From an optimization exercise on the open Yosys and OpenROAD flow, aimed at small area; shortcuts taken in it are not production practice. Where RTL was checked, it was by simulation tests only, not by an equivalence proof against the original. Power is estimated from default activity; no workload was simulated.

// firepi_top
module firepi_top (
    input  clk_50mhz,
    input  rst,  
    input  uart_rx,  
    output uart_tx,
    input  uart1_rx,  
    output uart1_tx,
    output led_out,  
    output led_solved  
);
Size: roughly 1200 cells after synthesis, ~8 I/O pins, about 11000 um^2 of cells after synthesis.
export LEC_CHECK = 0
export ABC_AREA = 1
export CAP_MARGIN = 20
export CORE_MARGIN = 2
export CORE_UTILIZATION = 40
export CTS_BUF_LIST = sky130_fd_sc_hd__clkbuf_16
export CTS_CLUSTER_DIAMETER = 120
export CTS_CLUSTER_SIZE = 28
export SLEW_MARGIN = 20
create_clock -name core_clock -period 20.0 [get_ports {clk_50mhz}]
run.sh (not shown) runs the stock make flow with config.mk's settings and CLKGATE_MAP_FILE= SYNTH_SCRIPT=/design/flow/synth_recipe.tcl, a recipe that flattens the netlist after the stock synthesis.
Change:
CTS_BUF_LIST = sky130_fd_sc_hd__clkbuf_8   (was sky130_fd_sc_hd__clkbuf_16)
CTS_CLUSTER_DIAMETER = 80   (was 120)
CTS_CLUSTER_SIZE = 14   (was 28)
Clock skew barely changes.
Worst setup slack got worse by 0.065 ns.
Wire length goes up by 1.9%.
Worst hold slack hardly moves.
Synthesized cell count does not change.
Total power came out lower by 1.0%.
Maximum frequency falls by 1.1%.
Clock-buffer cell count is higher by 12.


Another version of the RTL of firepi_top (not shown whole).
Size: about 1,200 cells after synthesis, roughly 11,000 sq um of cells after synthesis.
clock: 20.0 ns
lec_check: 0
abc_area: 1
cap_margin: 20
core_margin: 2
core_utilization: 40
cts_buf_list: sky130_fd_sc_hd__clkbuf_8
cts_cluster_diameter: 80
cts_cluster_size: 14
slew_margin: 20
Next try:
CTS_BUF_LIST = sky130_fd_sc_hd__clkbuf_16   (was sky130_fd_sc_hd__clkbuf_8)
CTS_CLUSTER_DIAMETER = 120   (was 80)
CTS_CLUSTER_SIZE = 28   (was 14)
After rerunning: Wire length falls by 1.1%. Sequential share of layout area stays flat. Synthesized cell count does not change. Cell count falls by 0.99%. Via count falls by 0.98%. Die area does not change.


Another version of the RTL of firepi_top (not shown whole).
Size in the first run: ~8 I/O pins.
clock: 20.0 ns
lec_check: 0
abc_area: 1
cap_margin: 20
core_margin: 2
core_utilization: 65
cts_buf_list: sky130_fd_sc_hd__clkbuf_8
cts_cluster_diameter: 80
cts_cluster_size: 20
place_density: 0.75
slew_margin: 20
The baseline finished clean.
Edit:
Settings changed: CTS_CLUSTER_SIZE 20 to 18.
The new run passed the timing, design-rule and antenna checks; non-clock buffer count is unchanged; cell count barely changes; total power is lower by 0.30%; setup slack gains 0.024 ns; wire length is about the same.
Edit:
Settings changed: CORE_UTILIZATION 65 to 70, CTS_CLUSTER_DIAMETER 80 to 60, PLACE_DENSITY 0.75 to 0.85.
After rerunning: The changed run went through all stages and came out clean; area after synthesis is unchanged; die area fell by a few percent; setup slack gets worse by 0.025 ns; sequential power hardly moves; maximum frequency shrinks slightly.
Function was not checked in any run of this note: the RTL went through the layout flow alone.


== exp/yarrow ==
Another version of the RTL of firepi_top (not shown whole).
For scale: roughly 310 flip-flops, roughly 8 I/O pins.
Settings: LEC_CHECK=0, ABC_AREA=1, CAP_MARGIN=20, CORE_MARGIN=2, CORE_UTILIZATION=60, CTS_BUF_LIST=sky130_fd_sc_hd__clkbuf_8, CTS_CLUSTER_DIAMETER=80, CTS_CLUSTER_SIZE=16, PLACE_DENSITY=0.7, SLEW_MARGIN=20; clock period 20.0 ns.
#### Input delta (exp/umber over exp/yarrow)
Settings: changing PLACE_DENSITY from 0.7 to 0.8; changing CORE_UTILIZATION from 60 to 70.
## What came out
- Of exp/yarrow and exp/umber, exp/yarrow shows the lower total power, with exp/umber above it.
- exp/umber ends up with a internal power contribution that is 0.46% higher than in exp/yarrow.
- Between exp/yarrow and exp/umber, met3 track demand over resource increased.
- [exp/umber] met1 demand-to-capacity share in global routing rose 4.2 points relative to exp/yarrow
- On share of total power consumed by net switching, exp/yarrow tracks exp/umber almost exactly.
- exp/umber ends up with a initial core utilization that is 9.3 points higher than in exp/yarrow.
- Summary of exp/umber over exp/yarrow: flip-flop and latch share of the layout cell area went up, met2 demand-to-capacity share in global routing went up.
- Per-cell routed wire length: exp/umber > exp/yarrow
- The portion of the clock cycle consumed by the worst path in the final layout was comparable across exp/yarrow and exp/umber.
diff inputs: exp/umber => exp/delta
Settings: CTS_CLUSTER_SIZE: 16 -> 12; CTS_BUF_LIST: sky130_fd_sc_hd__clkbuf_8 -> sky130_fd_sc_hd__clkbuf_4 sky130_fd_sc_hd__clkbuf_8; PLACE_DENSITY: 0.8 -> unset; CORE_UTILIZATION: 70 -> 40.
--- outcome ---
- exp/delta vs. exp/umber: fraction of the mapped netlist area in compound gates comparable, global-route wire length before repair now larger, met1 wire length now larger.
- Diff exp/delta..exp/umber | count of max-cap constraint violations | unchanged
- As of exp/delta, met2 wire length had fallen by a few percent compared to exp/umber.
- Changes observed in exp/delta relative to exp/umber: layout-stage area growth over the synthesis result now larger; power picked up an extra 0.069 mW.
Setup changes, exp/delta to exp/garnet
Settings: CORE_UTILIZATION: 40 -> 60; CTS_CLUSTER_SIZE: 12 -> 17; PLACE_DENSITY: unset -> 0.7; CTS_BUF_LIST: sky130_fd_sc_hd__clkbuf_4 sky130_fd_sc_hd__clkbuf_8 -> sky130_fd_sc_hd__clkbuf_8.
## What came out
Of exp/delta and exp/garnet, exp/garnet shows the lower signed area change from the synthesized netlist to the final layout, with exp/delta above it.
Final-layout worst hold slack delta (exp/garnet -> exp/delta): insignificant
exp/garnet has less setup slack than exp/delta.
exp/delta has lower sequential share of layout area than exp/garnet.
exp/garnet against exp/delta: post-layout instance area shows a reduction of 2.8%; share of layout cells above drive strength 1 -2.0 points; cell area power density has decreased.
In terms of post-route clock period utilization, exp/delta and exp/garnet differ only marginally.
exp/garnet against exp/delta: fmax was more or less identical, row count went down by 11, via density per instance went up by 7.9%.


firepi_top, a different RTL version from the one above (not shown whole).
For scale: ~1100 cells after synthesis, ~320 flip-flops, about 8 I/O pins, roughly 11000 µm² of cells after synthesis.
## firepi_top
module firepi_top (
    input  clk_50mhz,
    input  rst,  
    input  uart_rx,  
    output uart_tx,
    input  uart1_rx,  
    output uart1_tx,
    output led_out,  
    output led_solved  
);
make LEC_CHECK=0 ABC_AREA=1 CAP_MARGIN=20 CORE_MARGIN=2 CORE_UTILIZATION=60 CTS_BUF_LIST=sky130_fd_sc_hd__clkbuf_8 CTS_CLUSTER_DIAMETER=80 CTS_CLUSTER_SIZE=14 PLACE_DENSITY=0.7 SLEW_MARGIN=20 finish   # period 20.0 ns
The baseline finished clean.
Next try:
--- a/flow/config.mk
+++ b/flow/config.mk
@@ -11 +11 @@
-export CORE_UTILIZATION = 60
+export CORE_UTILIZATION = 40
@@ -15 +14,0 @@
-export PLACE_DENSITY = 0.7
Result: The new run completed without violations. Register-to-register slack gains 0.12 ns. Design area came out higher slightly. Worst hold slack stays flat. Non-clock buffer count came out higher by 1. Fmax is about the same. First-iteration DRC count came out higher by a few percent. Power came out lower slightly.
Next try:
--- a/flow/config.mk
+++ b/flow/config.mk
@@ -14 +14 @@
-export CTS_CLUSTER_SIZE = 14
+export CTS_CLUSTER_SIZE = 15
Effect: Combinational power hardly moves. Final cell count is about the same. Non-clock buffer count does not change.


Setup of rev 12:
Another version of the RTL of firepi_top (not shown whole).
Size: ~1300 cells after synthesis, ~330 flip-flops, ~8 I/O pins, ~12000 sq um of cells after synthesis.
clock: 20.0 ns
lec_check: 0
abc_area: 1
cap_margin: 20
core_margin: 2
core_utilization: 40
cts_buf_list: sky130_fd_sc_hd__clkbuf_16
cts_cluster_diameter: 60
cts_cluster_size: 30
slew_margin: 20
Input changes introduced in rev 13 (baseline for comparison: rev 12):
- a deleted CTS_CLUSTER_DIAMETER that had been 60
- a deleted CTS_CLUSTER_SIZE that had been 30
- a change of CTS_BUF_LIST from sky130_fd_sc_hd__clkbuf_16 to sky130_fd_sc_hd__clkbuf_4
--- outcome ---
- Comparing rev 13 and rev 12, clock share of power is higher on rev 12.
- When the final numbers for rev 13 and rev 12 were put side by side, the worst setup slack turned out to be smaller in rev 13.
- Hold slack deteriorates in rev 13 relative to rev 12.
- Compared with rev 12, rev 13 shows a maximum frequency that is 2.4% lower.
- Comparing overall power of the completed layout for rev 13 and rev 12, the bigger number came from rev 12.
- Summary of rev 13 over rev 12: final worst-path cycle share increased 0.75 points, overall track demand over capacity in global routing now larger, final cell area excluding filler cells has remained practically unchanged, area share of buffers outside the clock network stayed essentially flat.
- [diff] post-detailed-routing wire length, rev 13 relative to rev 12: regression
No run of this note included a check of the RTL's function; only the layout flow was run.


Another version of the RTL of firepi_top (not shown whole).
Size in the first run: ~320 flip-flops.
make LEC_CHECK=0 ABC_AREA=1 CAP_MARGIN=20 CORE_MARGIN=2 CORE_UTILIZATION=40 CTS_BUF_LIST=sky130_fd_sc_hd__clkbuf_8 CTS_CLUSTER_DIAMETER=80 CTS_CLUSTER_SIZE=18 SLEW_MARGIN=20 finish   # period 20.0 ns
The starting point ran to the end with no violations.
Edit:
- CTS_BUF_LIST: sky130_fd_sc_hd__clkbuf_8 -> sky130_fd_sc_hd__clkbuf_8 sky130_fd_sc_hd__clkbuf_16
- CTS_CLUSTER_SIZE: 18 -> 24
The changed run passed the timing, design-rule and antenna checks.
First-iteration DRC count climbs by about 0.8%.
Worst setup slack gains 0.060 ns.
Register-to-register slack gains 0.03 ns.
Sequential power is about the same.
Hold slack barely changes.
Final cell count drops by 0.37%.
Non-clock buffer count is unchanged.
Critical path depth is unchanged.
Total power climbs by about 6%.


firepi_top, a different RTL version from the one above (not shown whole).
Size in the first run: about 1200 cells after synthesis, about 320 flip-flops.
==> flow/design.v (excerpt) <==
module firepi_top (
    input  clk_50mhz,
    input  rst,  
    input  uart_rx,  
    output uart_tx,
    input  uart1_rx,  
    output uart1_tx,
    output led_out,  
    output led_solved  
);
    wire clk = clk_50mhz;
    reg [4:0] ph;
    always @(posedge clk) ph <= rst ? 5'd0 : ph + 5'd1;
    wire [3:0] ph4 = ph[3:0];
    wire lowh = ~ph[4];
    wire k0   = (ph == 5'd0);
    wire kend = (ph == 5'd31);
    reg [21:0] dbs;      
    reg blink;           
    wire dbz = (dbs[20:0] == 21'd0);
    always @(posedge clk) begin
        if (rst) begin
            dbs <= 22'd1;
            blink <= 1'b0;
        end else begin
            dbs <= {dbs[20:0], dbs[21] ^ dbs[20] ^ dbz};
            if (dbz && !dbs[21]) blink <= ~blink;
        end
    end
    reg [15:0] lfsr;
    always @(posedge clk)
        if (rst) lfsr <= 16'hACE1;
        else lfsr <= {lfsr[14:0], lfsr[15] ^ lfsr[13] ^ lfsr[12] ^ lfsr[10]};
    wire [7:0] rxd0, rxd1;
    wire rxv0, rxv1;
    uart_rx u_rx0 (.clk(clk), .rst(rst), .rx(uart_rx),  .data(rxd0), .valid(rxv0));
    uart_rx u_rx1 (.clk(clk), .rst(rst), .rx(uart1_rx), .data(rxd1), .valid(rxv1));
    reg [15:0] a0, a1, a2, a3;    
    reg [15:0] b0, b1, b2, b3;    
    reg        gbuf;              
    reg [31:0] acc;               
    wire [3:0] ap = {a3[0], a2[0], a1[0], a0[0]};
    wire [3:0] bp = {b3[0], b2[0], b1[0], b0[0]};
    reg  [3:0] ain, bin;
    reg        accin;
    always @(posedge clk) begin
        a0 <= {ain[0], a0[15:1]};
        a1 <= {ain[1], a1[15:1]};
        a2 <= {ain[2], a2[15:1]};
        a3 <= {ain[3], a3[15:1]};
        b0 <= {bin[0], b0[15:1]};
        b1 <= {bin[1], b1[15:1]};
        b2 <= {bin[2], b2[15:1]};
        b3 <= {bin[3], b3[15:1]};
        acc <= {accin, acc[31:1]};
    end
    localparam S_IDLE = 4'd0,  S_RDR = 4'd1,  S_RDM = 4'd2,  S_RDE = 4'd3,
               S_RDX  = 4'd4,  S_A1H = 4'd5,  S_A1C = 4'd6,  S_A2Z = 4'd7,
               S_A2O  = 4'd8,  S_A2X = 4'd9,  S_EXR = 4'd10, S_EXG = 4'd11,
               S_MC   = 4'd12, S_MD  = 4'd13, S_TX  = 4'd14, S_AP  = 4'd15;
    localparam L_NONE = 3'd0, L_SW13 = 3'd2, L_SW23 = 3'd3, L_H0 = 3'd4,
               L_H1 = 3'd5, L_MEAS = 3'd6;
    reg [3:0] st;
    reg processing, green, meas;
    reg [3:0] tbyte, tslot;
    reg [8:0] tmr;
    reg txr, nb;
    wire tend = (tmr == 9'h093);
    reg fr;
    reg [3:0] idx;
    reg ready;
  ...
Settings: LEC_CHECK=0, ABC_AREA=1, CAP_MARGIN=20, CORE_MARGIN=2, CORE_UTILIZATION=40, CTS_BUF_LIST=sky130_fd_sc_hd__clkbuf_4, CTS_CLUSTER_DIAMETER=40, CTS_CLUSTER_SIZE=10, SLEW_MARGIN=20; clock period 20.0 ns.
Rerun with:
CTS_BUF_LIST = sky130_fd_sc_hd__clkbuf_8   (was sky130_fd_sc_hd__clkbuf_4)
CTS_CLUSTER_DIAMETER = 60   (was 40)
CTS_CLUSTER_SIZE = 16   (was 10)
The new run finished with timing, DRC and antenna clean.
Clock-buffer cell count falls by 26.
Combinational power stays flat.
Core utilization falls by 0.48 points.
Cell area fell by 1.1%.


Setup of build 1:
Another version of the RTL of firepi_top (not shown whole).
Size in the first run: about 1100 cells after synthesis, about 320 flip-flops.
Settings: LEC_CHECK=0, ABC_AREA=1, CAP_MARGIN=0, CORE_MARGIN=2, CORE_UTILIZATION=60, CTS_BUF_LIST=sky130_fd_sc_hd__clkbuf_8, CTS_CLUSTER_DIAMETER=80, CTS_CLUSTER_SIZE=14, PLACE_DENSITY=0.7, SLEW_MARGIN=0; clock period 20.0 ns.
The following lists how build 86 was set up differently from build 1:
# build 1
export LEC_CHECK = 0
export ABC_AREA = 1
export CAP_MARGIN = 0
export CORE_MARGIN = 2
export CORE_UTILIZATION = 60
export CTS_BUF_LIST = sky130_fd_sc_hd__clkbuf_8
export CTS_CLUSTER_DIAMETER = 80
export CTS_CLUSTER_SIZE = 14
export PLACE_DENSITY = 0.7
export SLEW_MARGIN = 0
create_clock -name core_clock -period 20.0 [get_ports {clk_50mhz}]
# build 86
export LEC_CHECK = 0
export ABC_AREA = 1
export CAP_MARGIN = 20
export CORE_MARGIN = 2
export CORE_UTILIZATION = 40
export CTS_BUF_LIST = sky130_fd_sc_hd__clkbuf_8
export CTS_CLUSTER_DIAMETER = 50
export CTS_CLUSTER_SIZE = 16
export SLEW_MARGIN = 20
create_clock -name core_clock -period 20.0 [get_ports {clk_50mhz}]
### Flow results
The sequential share of layout area in build 86 sits 1.3 points below the value recorded for build 1. Compared to build 1, build 86 has global routing usage on met3 1.2 points lower. Compare build 1 and build 86 | transition time at the pin with the least slew margin lower: build 86. Combinational share of power, build 1 and build 86, higher one = build 1.
Inputs modified between build 86 and build 44:
# build 86
export LEC_CHECK = 0
export ABC_AREA = 1
export CAP_MARGIN = 20
export CORE_MARGIN = 2
export CORE_UTILIZATION = 40
export CTS_BUF_LIST = sky130_fd_sc_hd__clkbuf_8
export CTS_CLUSTER_DIAMETER = 50
export CTS_CLUSTER_SIZE = 16
export SLEW_MARGIN = 20
create_clock -name core_clock -period 20.0 [get_ports {clk_50mhz}]
# build 44
export LEC_CHECK = 0
export ABC_AREA = 1
export CAP_MARGIN = 0
export CORE_MARGIN = 2
export CORE_UTILIZATION = 40
export CTS_BUF_LIST = sky130_fd_sc_hd__clkbuf_8
export CTS_CLUSTER_DIAMETER = 80
export CTS_CLUSTER_SIZE = 14
export SLEW_MARGIN = 0
create_clock -name core_clock -period 20.0 [get_ports {clk_50mhz}]
Findings:
- Taking build 86 as the reference, in build 44 insertion delay to the later sink of the worst-skew pair did not really move, footprint of the multi-input gates did not really move.
- Vias: build 44 more than build 86
- Build 86 has a higher final area than build 44.
- Side by side, logic gate share of total power turned out higher in build 44 than in build 86.
- Between build 44 and build 86, the fraction of power consumed by the clock network is higher for build 86.
### build 44 -> build 42
# build 44
export LEC_CHECK = 0
export ABC_AREA = 1
export CAP_MARGIN = 0
export CORE_MARGIN = 2
export CORE_UTILIZATION = 40
export CTS_BUF_LIST = sky130_fd_sc_hd__clkbuf_8
export CTS_CLUSTER_DIAMETER = 80
export CTS_CLUSTER_SIZE = 14
export SLEW_MARGIN = 0
create_clock -name core_clock -period 20.0 [get_ports {clk_50mhz}]
# build 42
export LEC_CHECK = 0
export ABC_AREA = 1
export CAP_MARGIN = 20
export CORE_MARGIN = 2
export CORE_UTILIZATION = 40
export CTS_BUF_LIST = sky130_fd_sc_hd__clkbuf_8
export CTS_CLUSTER_DIAMETER = 80
export CTS_CLUSTER_SIZE = 14
export SLEW_MARGIN = 20
create_clock -name core_clock -period 20.0 [get_ports {clk_50mhz}]
As far as portion of the layout cell area used by clock cells is concerned, build 44 and build 42 perform about the same.
On mean number of vias per cell, build 44 and build 42 are neck and neck.
For power share of the clock group, build 42 and build 44 come out practically identical.
Compared build 44 against build 42; sequential share of cell area within noise.
On per-cell routed wire length, build 44 and build 42 are neck and neck.

==> re-timing with driven ports <==
How much do the figures lean on ideal ports? The routed layouts below were timed once more, with nothing changed but the port constraints.
Step 1 (the two cells are an assumption about what drives the block):
set clk [get_ports {clk_50mhz}]
set_driving_cell -lib_cell sky130_fd_sc_hd__clkbuf_16 $clk
set_driving_cell -lib_cell sky130_fd_sc_hd__buf_2 [delete_from_list [all_inputs] $clk]
Step 2 adds t to the input delays and takes it off the output delays; t is the mean of the earliest and latest rising clock arrival at the registers after step 1. Input paths then give back, and output paths get back, about the clock's delay inside the block.
Three values: ideal ports, drivers, drivers and shift; two values: the first two.
run | t (ns) | setup WS [ns] | clock arrival spread, ns | worst register clock-pin slew, ns
the first run of note 1 | 0.530 | 13.990 / 13.945 / 13.907 | 0.028 / 0.028 | 0.12 / 0.12
the second run of note 1 | 0.597 | 13.924 / 13.882 / 13.893 | 0.026 / 0.026 | 0.10 / 0.10
the first run of note 2 | 0.602 | 13.930 / 13.890 / 14.331 | 0.026 / 0.026 | 0.10 / 0.10
the second run of note 2 | 0.541 | 13.983 / 13.935 / 14.338 | 0.030 / 0.030 | 0.12 / 0.12
the first run of note 3 | 0.580 | 13.967 / 13.926 / 14.205 | 0.028 / 0.028 | 0.12 / 0.12
the second run of note 3 | 0.577 | 13.991 / 13.952 / 14.216 | 0.037 / 0.036 | 0.12 / 0.12
the third run of note 3 | 0.581 | 13.965 / 13.929 / 13.648 | 0.029 / 0.029 | 0.12 / 0.12
exp/yarrow | 0.579 | 13.898 / 13.857 / 13.811 | 0.023 / 0.023 | 0.11 / 0.11
exp/umber | 0.580 | 13.923 / 13.883 / 13.772 | 0.028 / 0.028 | 0.10 / 0.10
exp/delta | 0.601 | 13.906 / 13.867 / 13.806 | 0.035 / 0.035 | 0.10 / 0.10
exp/garnet | 0.578 | 13.895 / 13.857 / 13.784 | 0.034 / 0.035 | 0.11 / 0.11
the first run of note 5 | 0.601 | 13.919 / 13.883 / 13.343 | 0.024 / 0.024 | 0.11 / 0.11
the second run of note 5 | 0.599 | 13.925 / 13.881 / 13.993 | 0.019 / 0.019 | 0.10 / 0.10
the third run of note 5 | 0.601 | 13.934 / 13.890 / 13.986 | 0.028 / 0.028 | 0.11 / 0.11
rev 12 | 0.583 | 13.846 / 13.799 / 14.168 | 0.027 / 0.027 | 0.10 / 0.10
rev 13 | 0.724 | 13.697 / 13.651 / 14.163 | 0.063 / 0.063 | 0.07 / 0.07
the first run of note 7 | 0.587 | 13.900 / 13.860 / 14.044 | 0.026 / 0.027 | 0.12 / 0.12
the second run of note 7 | 0.542 | 13.960 / 13.916 / 14.052 | 0.017 / 0.017 | 0.09 / 0.09
the first run of note 8 | 0.688 | 13.864 / 13.825 / 14.312 | 0.063 / 0.064 | 0.11 / 0.11
the second run of note 8 | 0.608 | 13.951 / 13.908 / 14.343 | 0.029 / 0.028 | 0.11 / 0.11
build 1 | 0.598 | 13.894 / 13.853 / 14.000 | 0.037 / 0.038 | 0.11 / 0.11
build 86 | 0.630 | 13.889 / 13.843 / 14.015 | 0.017 / 0.016 | 0.10 / 0.10
build 44 | 0.615 | 13.893 / 13.847 / 14.001 | 0.025 / 0.026 | 0.11 / 0.11
build 42 | 0.615 | 13.893 / 13.846 / 13.999 | 0.026 / 0.026 | 0.11 / 0.11
After both steps every run listed still meets setup and hold. For the first run of note 5, which loses most, drivers alone change the setup slack by -0.036 ns; drivers and shift together by -0.576 ns.
